This design comes from an exercise in tuning for small area on the open sky130 flow, not from production work. The RTL was checked by simulation tests, not by an equivalence proof against the original design. Power is estimated from default activity; no workload was simulated.

## old
## ALU_TOP
module ALU_TOP (
  input  wire [15:0] A,
  input  wire [15:0] B,
  input  wire [3:0]  alu_fun,
  input  wire        clk,
  input  wire        rest,
  output wire [15:0] ari_out,
  output wire        carry_out,
  output wire        ari_flag,
  output wire [15:0] log_out,
  output wire        log_flag,
  output wire [15:0] cmp_out,
  output wire        cmp_flag,
  output wire [15:0] shift_out,
  output wire        shift_flag
);
==> flow/config.mk <==
export PLATFORM = sky130hd
export DESIGN_NAME = ALU_TOP
export DESIGN_NICKNAME = ALU_TOP
export VERILOG_FILES = /design/flow/design.v
export SDC_FILE = /design/flow/constraint.sdc
export NUM_CORES = 4
export LEC_CHECK = 0
export CAP_MARGIN = 20
export CORE_MARGIN = 2
export CORE_UTILIZATION = 60
export SLEW_MARGIN = 20
export SYNTH_HIERARCHICAL = 1
==> flow/constraint.sdc <==
create_clock -name core_clock -period 35.0 [get_ports {clk}]
set_input_delay 7.0000 -clock core_clock [delete_from_list [all_inputs] [get_ports {clk}]]
set_output_delay 7.0000 -clock core_clock [all_outputs]
set_load 0.01 [all_outputs]
standard.sh (not shown) runs the stock make flow with config.mk's settings and CLKGATE_MAP_FILE= SYNTH_SCRIPT=/design/flow/synth_recipe.tcl, a recipe that flattens the netlist after the stock synthesis.
==> flow/flow/run.sh <==
#!/bin/bash
# Standard ORFS layout (standard.sh, with its unchanged synthesis), except:
#  - port buffers use the smallest buffer cell, not the one buffer_ports picks;
#  - the clock tree uses clkbuf_8 cells and no dummy loads (the tree stays
#    balanced by CTS as usual).
set -euo pipefail
bash standard.sh \
  "BUFFER_PORTS_ARGS=-buffer_cell sky130_fd_sc_hd__buf_1" \
  "CTS_ARGS=-sink_clustering_enable -repair_clock_nets -dont_use_dummy_load -sink_clustering_size 25 -buf_list sky130_fd_sc_hd__clkbuf_8" \
  finish > standard_flow.log 2>&1
old did not stop at any stage, and its layout met the timing, design-rule and antenna checks.
## Diff of input files: new against old
Settings: setting GPL_TIMING_DRIVEN to 0 for the first time.
-- flow/flow/run.sh --
<<< old, line 7
bash standard.sh \
  "BUFFER_PORTS_ARGS=-buffer_cell sky130_fd_sc_hd__buf_1" \
  "CTS_ARGS=-sink_clustering_enable -repair_clock_nets -dont_use_dummy_load -sink_clustering_size 25 -buf_list sky130_fd_sc_hd__clkbuf_8" \
  finish > standard_flow.log 2>&1
>>> new, line 7
bash standard.sh \
  "BUFFER_PORTS_ARGS=-buffer_cell sky130_fd_sc_hd__buf_1" \
  "CTS_ARGS=-sink_clustering_enable -repair_clock_nets -dont_use_dummy_load -buf_list sky130_fd_sc_hd__clkbuf_8" \
  finish > standard_flow.log 2>&1
Findings:
- new against old: growth of design area from synthesis to finish went up 2.4 points; number of vias after detailed routing went up 3.6%; clock-cell share of area held.
- Measured against each other, new and old differ in arrival time of data at the critical path endpoint, the higher figure coming from old.
- In the reports for new and old, the smaller global-route usage over all layers belongs to new.

## run D
Starting RTL as in the previous note.
export LEC_CHECK = 0
export CAP_MARGIN = 5
export CORE_MARGIN = 2
export CORE_UTILIZATION = 60
export SLEW_MARGIN = 5
export SYNTH_HIERARCHICAL = 1
create_clock -name core_clock -period 35.0 [get_ports {clk}]
==> flow/flow/run.sh <==
#!/bin/bash
# Standard ORFS layout (standard.sh, with its unchanged synthesis), except:
#  - port buffers use the smallest buffer cell, not the one buffer_ports picks;
#  - the clock tree uses clkbuf_8 cells and no dummy loads (the tree stays
#    balanced by CTS as usual).
set -euo pipefail
bash standard.sh \
  "BUFFER_PORTS_ARGS=-buffer_cell sky130_fd_sc_hd__buf_1" \
  "CTS_ARGS=-sink_clustering_enable -repair_clock_nets -dont_use_dummy_load -buf_list sky130_fd_sc_hd__clkbuf_8" \
  finish > standard_flow.log 2>&1
No stage failed in run D, and the final checks on the layout all came back clean.
The following lists how run B was set up differently from run D:
# run D
export LEC_CHECK = 0
export CAP_MARGIN = 5
export CORE_MARGIN = 2
export CORE_UTILIZATION = 60
export SLEW_MARGIN = 5
export SYNTH_HIERARCHICAL = 1
create_clock -name core_clock -period 35.0 [get_ports {clk}]
# run B
export LEC_CHECK = 0
export CAP_MARGIN = 20
export CORE_MARGIN = 2
export CORE_UTILIZATION = 75
export SLEW_MARGIN = 20
export SYNTH_HIERARCHICAL = 1
create_clock -name core_clock -period 35.0 [get_ports {clk}]
==> comparison <==
Run B | stages: all done | timing, DRC, antenna: all pass
Required arrival time at the worst endpoint: run D vs run B — no meaningful difference
As far as sequential power is concerned, run B and run D perform about the same.
Going from run D to run B, the met1 capacity usage during global routing was found to have gone up by 9.7 points.
Looking only at share of power burned in the clock network, and setting everything else aside, the lower value of run D and run B goes to run D.
Per the comparison of run B with run D, via count of the first global-routing pass saw an increase, synthesis-to-finish area growth saw a decrease.
Where net switching power is concerned, run D is better than run B.
Comparing run D and run B, the higher cell count was measured on run D.

## afterwards: timing with drivers on the ports
How much do the figures lean on ideal ports? The routed layouts below were timed once more, with nothing changed but the port constraints. Step 1, drivers: a clkbuf_16 drives clk and a buf_2 each remaining input, both assumed. Step 2 moves the port delays by t, midway between the first and last clock arrival at a register: inputs arrive t later, outputs are due t later. That takes back most of the time a late clock gives input paths. Slacks: ideal / step 1 / step 2; pairs: ideal / step 1.
| run | shift t [ns] | setup WS [ns] | worst setup path at the end | worst slew at a driven data input, ns |
|---|---|---|---|---|
| old | 0.319 | 1.257 / 1.268 / 0.949 | input to register | 0.05 |
| new | 0.307 | 1.556 / 1.563 / 1.255 | input to register | 0.04 |
| run D | 0.319 | 1.257 / 1.268 / 0.949 | input to register | 0.05 |
| run B | 0.329 | 1.264 / 1.274 / 0.945 | input to register | 0.05 |
After both steps every run listed still meets setup and hold. The setup slack of run B, which loses most, moves by +0.010 ns with the drivers and by -0.319 ns with both steps.
